This is an optimization exercise on Yosys and OpenROAD, whose aim is small area and a short achievable clock period, not a production implementation.
Only simulation tests tie the RTL to the original design; equivalence was not proved.

==> flow/design.v (excerpt) <==
module top_module(
    input [11:0] angleIn,
    input [11:0] setPoint,
    input [7:0] kp,
    input [7:0] ki,
    input [7:0] kd,
    input clk,
    input rst,
    output signed [8:0] dutyCycleOut
    );
Settings: LEC_CHECK=0, CAP_MARGIN=20, CORE_MARGIN=2, CORE_UTILIZATION=60, CTS_BUF_LIST=sky130_fd_sc_hd__clkbuf_8, SLEW_MARGIN=20, SYNTH_HIERARCHICAL=1; clock period 16.0 ns.
standard.sh (not shown) runs the stock make flow with config.mk's settings and CLKGATE_MAP_FILE= SYNTH_SCRIPT=/design/flow/synth_recipe.tcl, a recipe that flattens the netlist after the stock synthesis.
==> flow/flow/run.sh <==
#!/bin/bash
# Standard layout, with timing repair aimed past the clock period (the SDC is
# unchanged) and ordinary buffers on the ports instead of delay cells.
set -euo pipefail
MARGIN=$(cat flow/margin.txt)
bash standard.sh SETUP_SLACK_MARGIN=$MARGIN \
  BUFFER_PORTS_ARGS="-buffer_cell sky130_fd_sc_hd__buf_1" MATCH_CELL_FOOTPRINT=0 SETUP_MOVE_SEQUENCE=unbuffer,sizeup,swap finish > standard_make.log 2>&1
==> flow/flow/margin.txt <==
11.3
The baseline completed without violations.
Edit:
==> flow/flow/run.sh (replaced) <==
#!/bin/bash
# Standard layout, with timing repair aimed past the clock period (the SDC is
# unchanged) and ordinary buffers on the ports instead of delay cells.
set -euo pipefail
MARGIN=$(cat flow/margin.txt)
bash standard.sh SETUP_SLACK_MARGIN=$MARGIN \
  BUFFER_PORTS_ARGS="-buffer_cell sky130_fd_sc_hd__buf_2" MATCH_CELL_FOOTPRINT=0 SETUP_MOVE_SEQUENCE=unbuffer,sizeup,swap finish > standard_make.log 2>&1
==> flow/flow/margin.txt (replaced) <==
11.5
CTS_BUF_LIST = default   (was sky130_fd_sc_hd__clkbuf_8)
Design area went up by a few percent.
Routed wire length went up by a few percent.
Setup slack improved by 0.047 ns.
Edit:
==> flow/flow/run.sh (replaced) <==
#!/bin/bash
# Standard layout, with timing repair aimed past the clock period (the SDC is
# unchanged) and ordinary buffers on the ports instead of delay cells.
set -euo pipefail
MARGIN=$(cat flow/margin.txt)
bash standard.sh SETUP_SLACK_MARGIN=$MARGIN \
  BUFFER_PORTS_ARGS="-buffer_cell sky130_fd_sc_hd__buf_2" MATCH_CELL_FOOTPRINT=0 finish > standard_make.log 2>&1
==> flow/flow/margin.txt (replaced) <==
11
The changed run produced a clean layout.
Count of clock-buffer cells in the layout does not change.
Synthesized cell count does not change.
Setup slack is worse by 0.15 ns.
First-iteration DRC count came out lower by 2.0%.
Synthesized area is unchanged.
Non-clock buffer count is higher by 1.
Final cell count hardly moves.
Worst hold slack improves by 0.0051 ns.

v5:
Starting RTL as in the previous note.
clock: 16.0 ns
lec_check: 0
cap_margin: 20
core_margin: 2
core_utilization: 60
slew_margin: 20
synth_hierarchical: 1
==> flow/flow/run.sh <==
#!/bin/bash
# Standard layout, with timing repair aimed past the clock period (the SDC is
# unchanged) and ordinary buffers on the ports instead of delay cells.
set -euo pipefail
MARGIN=$(cat flow/margin.txt)
bash standard.sh SETUP_SLACK_MARGIN=$MARGIN \
  BUFFER_PORTS_ARGS="-buffer_cell sky130_fd_sc_hd__buf_2" MATCH_CELL_FOOTPRINT=0 finish > standard_make.log 2>&1
==> flow/flow/margin.txt <==
11.35
v5 finished end to end and its layout was clean on timing, DRC and antenna.
Changes in v24 relative to v5:
==> flow/flow/margin.txt <==
11.5
==> comparison <==
Global-route usage was lower in the run labelled v5.
For v38, these inputs were changed with respect to v24:
==> flow/flow/margin.txt <==
11.2
[summary]
v24 → v38: setup slack decreased by 0.082 ns relative to the old numbers; clock buffer count in the final layout went up 1; met1 usage in global routing shrank by 0.24 points. Area of all placed cells without fillers (v38 over v24): decrease, about 2.7%. Going from v24 to v38, via count shrank slightly.
#### Input delta (v22 over v38)
==> flow/flow/margin.txt <==
12.5
Results
v38 went all the way through the flow, and no timing, DRC or antenna check failed. v22: PASS, flow complete, no timing, DRC or antenna violations. Changes observed in v22 relative to v38: clock skew closely matched the old numbers, routed wire length went up 2200 um, first-pass GRT wire length increased about 8%. Going from v38 to v22, sequential share of layout area fell by 0.96 points, final weighted congestion of routability-driven global placement went down by about 1.2%.
For v23, these inputs were changed with respect to v22:
==> flow/flow/margin.txt <==
10.9
### Flow results
Against v22, v23 reports a clock period minus final worst setup slack that is higher. The count of clock-buffer cells in the layout reported for v23 is smaller than that of v22 by 1. Maximum frequency delta (v23 − v22): unfavourable. The final wirelength in v23 sits 11% below the value recorded for v22. v22 -> v23: final design area excluding fillers decreased by more than 10%.

## static timing again, ports no longer ideal
The results above use ideal ports. As a check the final layouts listed here were re-extracted and re-timed, cells and wires unchanged.
Step 1 assumes that a clkbuf_16 drives the clock port and a buf_2 every other input.
Step 2 also shifts input and output timing later by t, the mid clock arrival at the registers, as if the neighbouring blocks saw the same clock.
a / b / c = ideal / step 1 / step 2; a / b = the first two.
run | t (ns) | slack for setup (ns) | hold slack, ns | worst register clock-pin slew, ns
the first run of note 1 | 0.446 | 11.285 / 11.285 / 10.974 | 0.527 / 0.527 / 0.527 | 0.11 / 0.11
the second run of note 1 | 0.403 | 11.332 / 11.332 / 10.975 | 0.543 / 0.543 / 0.543 | 0.07 / 0.07
the third run of note 1 | 0.401 | 11.180 / 11.180 / 10.834 | 0.548 / 0.548 / 0.548 | 0.08 / 0.08
v5 | 0.399 | 11.323 / 11.323 / 10.959 | 0.498 / 0.498 / 0.498 | 0.07 / 0.07
v24 | 0.405 | 11.348 / 11.348 / 11.013 | 0.504 / 0.504 / 0.504 | 0.07 / 0.07
v38 | 0.401 | 11.267 / 11.267 / 10.957 | 0.498 / 0.498 / 0.498 | 0.08 / 0.08
v22 | 0.402 | 11.317 / 11.317 / 10.925 | 0.491 / 0.491 / 0.491 | 0.08 / 0.08
v23 | 0.401 | 11.099 / 11.099 / 10.755 | 0.561 / 0.561 / 0.561 | 0.08 / 0.08
After both steps setup and hold are still met in every run listed. For v22, which loses most, drivers alone change the setup slack by 0.000 ns; drivers and shift together by -0.392 ns.
